Background: an optimization exercise with open tools, aiming at small area. Do not read the settings as production practice. Only simulation tests tie the RTL to the original design; equivalence was not proved. Power is estimated from default activity; no workload was simulated.

==> 12-10 <==
==> flow/design.v (excerpt) <==
module current_filter (pClk, pRst, pFilterIn, pFilterOut);
  input         pClk;
  input         pRst;
  input  [15:0] pFilterIn;
  output [15:0] pFilterOut;
  reg [15:0] r1;
  reg [15:0] r2;
  reg [15:0] r3;
  reg [15:0] r4;
  reg [15:0] r5;
  reg [15:0] r6;
  reg [15:0] r7;
  reg [15:0] r8;
  reg [15:0] r9;
  reg [15:0] r10;
  reg [15:0] r11;
  reg [15:0] r12;
  reg [15:0] r13;
  reg [15:0] r14;
  reg [15:0] r15;
  reg [15:0] r16;
  reg [15:0] r17;
  reg [15:0] r18;
  reg [15:0] r19;
  reg [15:0] r20;
  reg [15:0] r21;
  wire s1, c2;
  wire s3, c4;
  wire s5, c6;
  wire s7, c8;
  wire s9, c10;
  wire s11, c12;
  wire s13, c14;
  wire s15, c16;
  wire s17, c18;
  wire s19, c20;
  wire s21, c22;
  wire s23, c24;
  wire s25, c26;
  wire s27, c28;
  wire s29, c30;
  wire s31, c32;
  wire s33, c34;
  wire s35, c36;
  wire s37, c38;
  wire s39, c40;
  wire s41, c42;
  wire s43, c44;
  wire s45, c46;
  wire s47, c48;
  wire s49, c50;
  wire s51, c52;
  wire s53, c54;
  wire s55, c56;
  wire s57, c58;
  wire s59, c60;
  wire s61, c62;
  wire s63, c64;
  wire s65, c66;
  wire s67, c68;
  wire s69, c70;
  wire s71, c72;
  wire s73, c74;
  wire s75, c76;
  wire s77, c78;
  wire s79, c80;
  wire s81, c82;
  wire s83, c84;
  wire s85, c86;
  wire s87, c88;
  wire s89, c90;
  ...
Settings: LEC_CHECK=0, CAP_MARGIN=20, CORE_MARGIN=2, CORE_UTILIZATION=80, CTS_BUF_LIST=sky130_fd_sc_hd__clkbuf_4, CTS_CLUSTER_DIAMETER=50, CTS_CLUSTER_SIZE=8, SLEW_MARGIN=20, SYNTH_HIERARCHICAL=1; clock period 7.5 ns.
standard.sh (not shown) runs the stock make flow with config.mk's settings and CLKGATE_MAP_FILE= SYNTH_SCRIPT=/design/flow/synth_recipe.tcl, a recipe that flattens the netlist after the stock synthesis.
==> flow/flow/run.sh <==
#!/bin/bash
# The standard layout (the standard.sh, all ORFS steps), with the port buffers that
# ORFS's buffer_ports inserts made of the smallest buffer cell instead of its default choice.
set -euo pipefail
bash standard.sh "BUFFER_PORTS_ARGS=-buffer_cell sky130_fd_sc_hd__buf_1" finish > standard.log 2>&1
==> 07-24 (differences from 12-10) <==
--- a/flow/config.mk
+++ b/flow/config.mk
@@ -10,5 +10,5 @@
 export CORE_UTILIZATION = 80
-export CTS_BUF_LIST = sky130_fd_sc_hd__clkbuf_4
-export CTS_CLUSTER_DIAMETER = 50
-export CTS_CLUSTER_SIZE = 8
+export CTS_BUF_LIST = sky130_fd_sc_hd__clkbuf_8
+export CTS_CLUSTER_DIAMETER = 100
+export CTS_CLUSTER_SIZE = 14
 export SLEW_MARGIN = 20
==> 12-18 (differences from 12-10) <==
--- a/flow/config.mk
+++ b/flow/config.mk
@@ -11,4 +11,4 @@
 export CTS_BUF_LIST = sky130_fd_sc_hd__clkbuf_4
-export CTS_CLUSTER_DIAMETER = 50
-export CTS_CLUSTER_SIZE = 8
+export CTS_CLUSTER_DIAMETER = 60
+export CTS_CLUSTER_SIZE = 10
 export SLEW_MARGIN = 20
==> flow_metrics.py <==
metrics = {
    "pwr": {
        "peakVddDrop_mv": 0.527,
        "clkPwrFrac": 0.095,
        "pwr-share-comb": 0.636,
    },
    "outcome": {
        "status": "no timing/DRC/antenna violations",
    },
    "final_layout": {
        "multi_input_area_share": 0.556,
    },
}
-- figures above: 12-18

==> flow_metrics.py <==
metrics = {
    "pwr": {
        "peakVddDrop_mv": 0.427,
        "pwr-share-comb": 0.627,
    },
    "route": {
        "m1WireLength_um": 16200,
        "detail-route-antenna-nets": 0,
    },
    "final_layout": {
        "area_growth_pct": 5.01,
    },
    "grt": {
        "grt_util_met3": 0.0535,
    },
    "outcome": {
        "status": "no timing/DRC/antenna violations",
    },
}
-- figures above: 12-10

==> flow_metrics.py <==
metrics = {
    "sta": {
        "min_period_ns": 6.11,
    },
    "yosys": {
        "synth-simple-area-share": 0.103,
    },
    "final_layout": {
        "multi_input_area_share": 0.553,
    },
    "pwr": {
        "pwr-share-comb": 0.627,
        "peakVddDrop_mv": 0.418,
    },
    "outcome": {
        "status": "no timing/DRC/antenna violations",
    },
}
-- figures above: 07-24

[static timing again, ports no longer ideal]
Ports are ideal in the flow. The routed layouts listed here were re-timed in OpenROAD. Step 1, drivers: a clkbuf_16 drives pClk and a buf_2 each remaining input, both assumed. Step 2 adds t to the input delays and takes it off the output delays; t is the mean of the earliest and latest rising clock arrival at the registers after step 1. Input paths then give back, and output paths get back, about the clock's delay inside the block. Slacks: no drivers / after step 1 / after step 2; pairs: no drivers / after step 1.
| run | shift t [ns] | setup slack, ns | latest minus earliest clock arrival (ns) | worst data-port slew with drivers (ns) | pins driven straight from the clock port |
|---|---|---|---|---|---|
| 12-10 | 0.742 | 1.347 / 1.347 / 1.333 | 0.054 / 0.054 | 0.05 | 1 |
| 07-24 | 0.617 | 1.387 / 1.387 / 1.343 | 0.032 / 0.032 | 0.05 | 1 |
| 12-18 | 0.776 | 1.380 / 1.380 / 1.367 | 0.041 / 0.041 | 0.05 | 1 |
After both steps every run listed still meets setup and hold. For 07-24, which loses most, drivers alone change the setup slack by 0.000 ns; drivers and shift together by -0.044 ns.
